Source: an optimization exercise on an open RTL-to-GDS flow (aim: small area, a short achievable clock period and few clock cycles). Production flows keep margins and buffers that such runs may drop. Power is estimated from default activity; no workload was simulated.

== lagoon ==
==> module huffman, before the edit <==
module huffman(clk, reset, gray_valid, gray_data, CNT_valid, CNT1, CNT2, CNT3, CNT4, CNT5, CNT6,
    code_valid, HC1, HC2, HC3, HC4, HC5, HC6, M1, M2, M3, M4, M5, M6);
input clk;
input reset;
input gray_valid;
input [7:0] gray_data;
output CNT_valid;
output [7:0] CNT1, CNT2, CNT3, CNT4, CNT5, CNT6;
output code_valid;
output [7:0] HC1, HC2, HC3, HC4, HC5, HC6;
output [7:0] M1, M2, M3, M4, M5, M6;
function lt7(input [6:0] a, input [6:0] b, input le);
  reg [6:0] l, e;
  reg l10, e10, l32, e32, l54, e54, l30, e30, l60, e60;
  begin
    l = ~a & b;
    e = ~(a ^ b);
    l10 = l[1] | (e[1] & l[0]);   e10 = e[1] & e[0];
    l32 = l[3] | (e[3] & l[2]);   e32 = e[3] & e[2];
    l54 = l[5] | (e[5] & l[4]);   e54 = e[5] & e[4];
    l30 = l32 | (e32 & l10);      e30 = e32 & e10;
    l60 = l[6] | (e[6] & l54);    e60 = e[6] & e54;
    lt7 = l60 | (e60 & (l30 | (e30 & le)));
  end
endfunction
function [6:0] add7(input [6:0] a, input [6:0] b);
  reg [6:0] g, p, c;
  reg [6:0] g1, p1, g2, p2;
  integer j;
  begin
    g = a & b;
    p = a ^ b;
    g1 = g; p1 = p;
    for (j = 1; j < 7; j = j + 1) begin g1[j] = g[j] | (p[j] & g[j-1]); p1[j] = p[j] & p[j-1]; end
    g2 = g1; p2 = p1;
    for (j = 2; j < 7; j = j + 1) begin g2[j] = g1[j] | (p1[j] & g1[j-2]); p2[j] = p1[j] & p1[j-2]; end
    c = g2;
    for (j = 4; j < 7; j = j + 1) c[j] = g2[j] | (p2[j] & g2[j-4]);
    add7 = p ^ {c[5:0], 1'b0};
  end
endfunction
reg [3:0] t;     
reg pv;          
reg [6:0] S;     
wire t0 = (t == 4'd0);
wire t1 = (t == 4'd1);
wire t2 = (t == 4'd2);
wire t3 = (t == 4'd3);
wire t4 = (t == 4'd4);
wire rnk = t0 | t1 | t2 | t3 | t4;
wire start = t0 & pv & ~gray_valid;
wire rank_en = start | t1 | t2 | t3 | t4;
wire comb = (t == 4'd5) | (t == 4'd6) | (t == 4'd7) | (t == 4'd8) | (t == 4'd9);
wire [5:0] self = {1'b0, t4, t3, t2, t1, t0};
wire [5:0] le = {rnk, rnk, t0 | t1 | t2 | t3, t0 | t1 | t2, t0 | t1, t0};
reg [6:0] w [0:5];
reg [2:0] d [0:5];
reg [4:0] r [0:5];    
wire [5:0] lt;
wire [5:0] kp, kq;
wire [6:0] X = t0 ? w[0] : S;
genvar gi;
generate for (gi = 0; gi < 6; gi = gi + 1) begin : sym
  assign lt[gi] = lt7(w[gi], X, le[gi]);
  assign kp[gi] = (gi >= 1 && gi <= 4) ? (rnk ? (t == gi - 1) : (d[gi] == 3'd2)) : (d[gi] == 3'd2) & ~rnk;
  assign kq[gi] = (d[gi] == 3'd3);
end endgenerate
reg [6:0] P, Q;
reg [5:2] h;     
integer i;
always @* begin
  P = 7'd0;
  Q = 7'd0;
  h = 4'd0;
  for (i = 0; i < 6; i = i + 1) begin
    P = P | (w[i] & {7{kp[i]}});
    Q = Q | (w[i] & {7{kq[i]}});
    if (d[i] == 3'd2 && lt[i]) h[2] = 1'b1;
    if (d[i] == 3'd3 && lt[i]) h[3] = 1'b1;
    if (d[i] == 3'd4 && lt[i]) h[4] = 1'b1;
    if (d[i] == 3'd5 && lt[i]) h[5] = 1'b1;
  end
end
wire [2:0] m = {h[5], h[3] & ~h[5], (h[2] & ~h[3]) | (h[4] & ~h[5])};
wire [6:0] PQ = add7(P, Q);
wire [6:0] PS = add7(P, S);
always @(posedge clk) begin
  if (rnk)
    S <= t4 ? 7'h7f : P;
  else if (comb)
    S <= (PQ & {7{h[3]}}) | (PS & {7{~h[3]}});
  if (reset) begin
    t <= 4'd0;
    pv <= 1'b0;
  end else begin
    pv <= gray_valid;
    if (t0)
      t <= {3'b000, start};
    else if (t != 4'd11)
      t <= t + 4'd1;
  end
end
generate for (gi = 0; gi < 6; gi = gi + 1) begin : upd
  wire member = (d[gi][2:1] == 2'b00);
  wire inc = (gi < 5 && self[gi]) ? lt[5] : ~lt[gi];
  wire [5:0] above = {1'b0, r[gi][4], |r[gi][4:3], |r[gi][4:2], |r[gi][4:1], |r[gi][4:0]};
  wire [4:0] rn = (r[gi] & (above[5:1] | {5{~d[gi][0]}})) | ({r[gi][3:0], 1'b0} & ~above[4:0]);
  always @(posedge clk) begin
    if (reset) begin
      w[gi] <= 7'd0;
      r[gi] <= 5'd1;
    end else begin
      if (t0 && gray_valid && gray_data == gi + 1)
        w[gi] <= w[gi] + 7'd1;
      if (comb && member) begin
        w[gi] <= S;
        r[gi] <= rn;
      end
    end
    if (rank_en)
      d[gi] <= (t0 ? 3'd2 : d[gi]) + {2'b00, inc};
    else if (comb)
      d[gi] <= member ? m : d[gi] + {2'b11, ~lt[gi]};
  end
end endgenerate
wire [7:0] hc [0:5];
wire [7:0] mo [0:5];
generate for (gi = 0; gi < 6; gi = gi + 1) begin : outs
  wire [5:0] above = {1'b0, r[gi][4], |r[gi][4:3], |r[gi][4:2], |r[gi][4:1], |r[gi][4:0]};
  assign mo[gi] = {3'b000, above[4:0]};
  assign hc[gi] = {3'b000, r[gi] & (above[5:1] | {5{d[gi] == 3'd0}})};
end endgenerate
assign CNT_valid = t1;
assign code_valid = (t == 4'd10);
assign CNT1 = {1'b0, w[0]};
assign CNT2 = {1'b0, w[1]};
assign CNT3 = {1'b0, w[2]};
assign CNT4 = {1'b0, w[3]};
assign CNT5 = {1'b0, w[4]};
assign CNT6 = {1'b0, w[5]};
assign HC1 = hc[0];
assign HC2 = hc[1];
assign HC3 = hc[2];
assign HC4 = hc[3];
assign HC5 = hc[4];
assign HC6 = hc[5];
assign M1 = mo[0];
assign M2 = mo[1];
assign M3 = mo[2];
assign M4 = mo[3];
assign M5 = mo[4];
assign M6 = mo[5];
endmodule
export LEC_CHECK = 0
export CAP_MARGIN = 20
export CORE_MARGIN = 2
export CORE_UTILIZATION = 40
export SETUP_SLACK_MARGIN = 3.0
export SLEW_MARGIN = 20
create_clock -name core_clock -period 6.2 [get_ports {clk}]
run.sh (not shown) runs the stock make flow with config.mk's settings and CLKGATE_MAP_FILE= SYNTH_SCRIPT=/design/flow/synth_recipe.tcl, a recipe that flattens the netlist after the stock synthesis.
> inputs changed (lagoon -> indigo)
-- flow/design.v --
<<< lagoon, line 50
wire rnk = t0 | t1 | t2 | t3 | t4;
wire start = t0 & pv & ~gray_valid;
wire rank_en = start | t1 | t2 | t3 | t4;
wire comb = (t == 4'd5) | (t == 4'd6) | (t == 4'd7) | (t == 4'd8) | (t == 4'd9);
wire [5:0] self = {1'b0, t4, t3, t2, t1, t0};
>>> indigo, line 50
wire rnk = t0 | t1 | t2 | t3 | t4;
wire start = t0 & pv & ~gray_valid;
wire comb = (t == 4'd5) | (t == 4'd6) | (t == 4'd7) | (t == 4'd8) | (t == 4'd9);
wire [5:0] self = {1'b0, t4, t3, t2, t1, t0};
<<< lagoon, line 59
wire [5:0] lt;
wire [5:0] kp, kq;
wire [6:0] X = t0 ? w[0] : S;
genvar gi;
generate for (gi = 0; gi < 6; gi = gi + 1) begin : sym
  assign lt[gi] = lt7(w[gi], X, le[gi]);
  assign kp[gi] = (gi >= 1 && gi <= 4) ? (rnk ? (t == gi - 1) : (d[gi] == 3'd2)) : (d[gi] == 3'd2) & ~rnk;
  assign kq[gi] = (d[gi] == 3'd3);
end endgenerate
>>> indigo, line 58
wire [5:0] lt;
wire [5:0] kp, kq;
wire [6:0] X = S;
reg [6:0] w0n;    
genvar gi;
generate for (gi = 0; gi < 6; gi = gi + 1) begin : sym
  assign lt[gi] = lt7(w[gi], X, le[gi]);
  assign kp[gi] = (gi >= 1 && gi <= 4) ? (rnk ? self[gi - 1] : (d[gi] == 3'd2)) : (d[gi] == 3'd2) & ~rnk;
  assign kq[gi] = (d[gi] == 3'd3);
end endgenerate
<<< lagoon, line 86
wire [6:0] PS = add7(P, S);
always @(posedge clk) begin
  if (rnk)
    S <= t4 ? 7'h7f : P;
  else if (comb)
    S <= (PQ & {7{h[3]}}) | (PS & {7{~h[3]}});
  if (reset) begin
>>> indigo, line 86
wire [6:0] PS = add7(P, S);
always @(posedge clk) begin
  if (t0 & ~start)
    S <= w0n;
  else if (rnk)
    S <= t4 ? 7'h7f : P;
  else
    S <= (PQ & {7{h[3]}}) | (PS & {7{~h[3]}});
  if (reset) begin
<<< lagoon, line 100
      t <= t + 4'd1;
  end
end
generate for (gi = 0; gi < 6; gi = gi + 1) begin : upd
>>> indigo, line 102
      t <= t + 4'd1;
  end
end
always @* begin
  w0n = w[0];
  if (gray_valid && gray_data == 8'd1)
    w0n = w[0] + 7'd1;
end
generate for (gi = 0; gi < 6; gi = gi + 1) begin : upd
<<< lagoon, line 118
      end
    end
    if (rank_en)
      d[gi] <= (t0 ? 3'd2 : d[gi]) + {2'b00, inc};
    else if (comb)
      d[gi] <= member ? m : d[gi] + {2'b11, ~lt[gi]};
  end
>>> indigo, line 125
      end
    end
    if (rnk)
      d[gi] <= (t0 ? 3'd2 : d[gi]) + {2'b00, inc};
    else
      d[gi] <= member ? m : d[gi] + {2'b11, ~lt[gi]};
  end
## What came out
- indigo ends up with a total power that is 26% higher than in lagoon.
- The final reports for indigo and lagoon show final cell utilization of the core lower in the former.
- Re post-detailed-route via-to-cell ratio: indigo is about 0.5% down on lagoon.
- Worst hold slack improves in indigo relative to lagoon.
- indigo against lagoon: total global-route track usage increased 0.63 points, cell area decreased 2.8%.
- Compared to lagoon, indigo has synthesized area about 0.6% lower.
No functional check of the RTL was part of any run of this note.

-- static timing again, ports no longer ideal --
The results above use ideal ports. As a check the final layouts listed here were re-extracted and re-timed, cells and wires unchanged.
Step 1 assumes that a clkbuf_16 drives the clock port and a buf_2 every other input.
Step 2 moves the port delays by t, midway between the first and last clock arrival at a register: inputs arrive t later, outputs are due t later. That takes back most of the time a late clock gives input paths.
Slacks: ideal / step 1 / step 2; pairs: ideal / step 1.
| run | shift t [ns] | setup slack, ns | hold slack, ns | clock arrival spread, ns | slew at the worst register clock pin (ns) |
|---|---|---|---|---|---|
| lagoon | 0.415 | 2.428 / 2.428 / 2.428 | 0.493 / 0.493 / 0.493 | 0.014 / 0.014 | 0.08 / 0.08 |
| indigo | 0.407 | 2.424 / 2.424 / 2.424 | 0.497 / 0.497 / 0.497 | 0.012 / 0.011 | 0.08 / 0.08 |
After both steps every run listed still meets setup and hold.
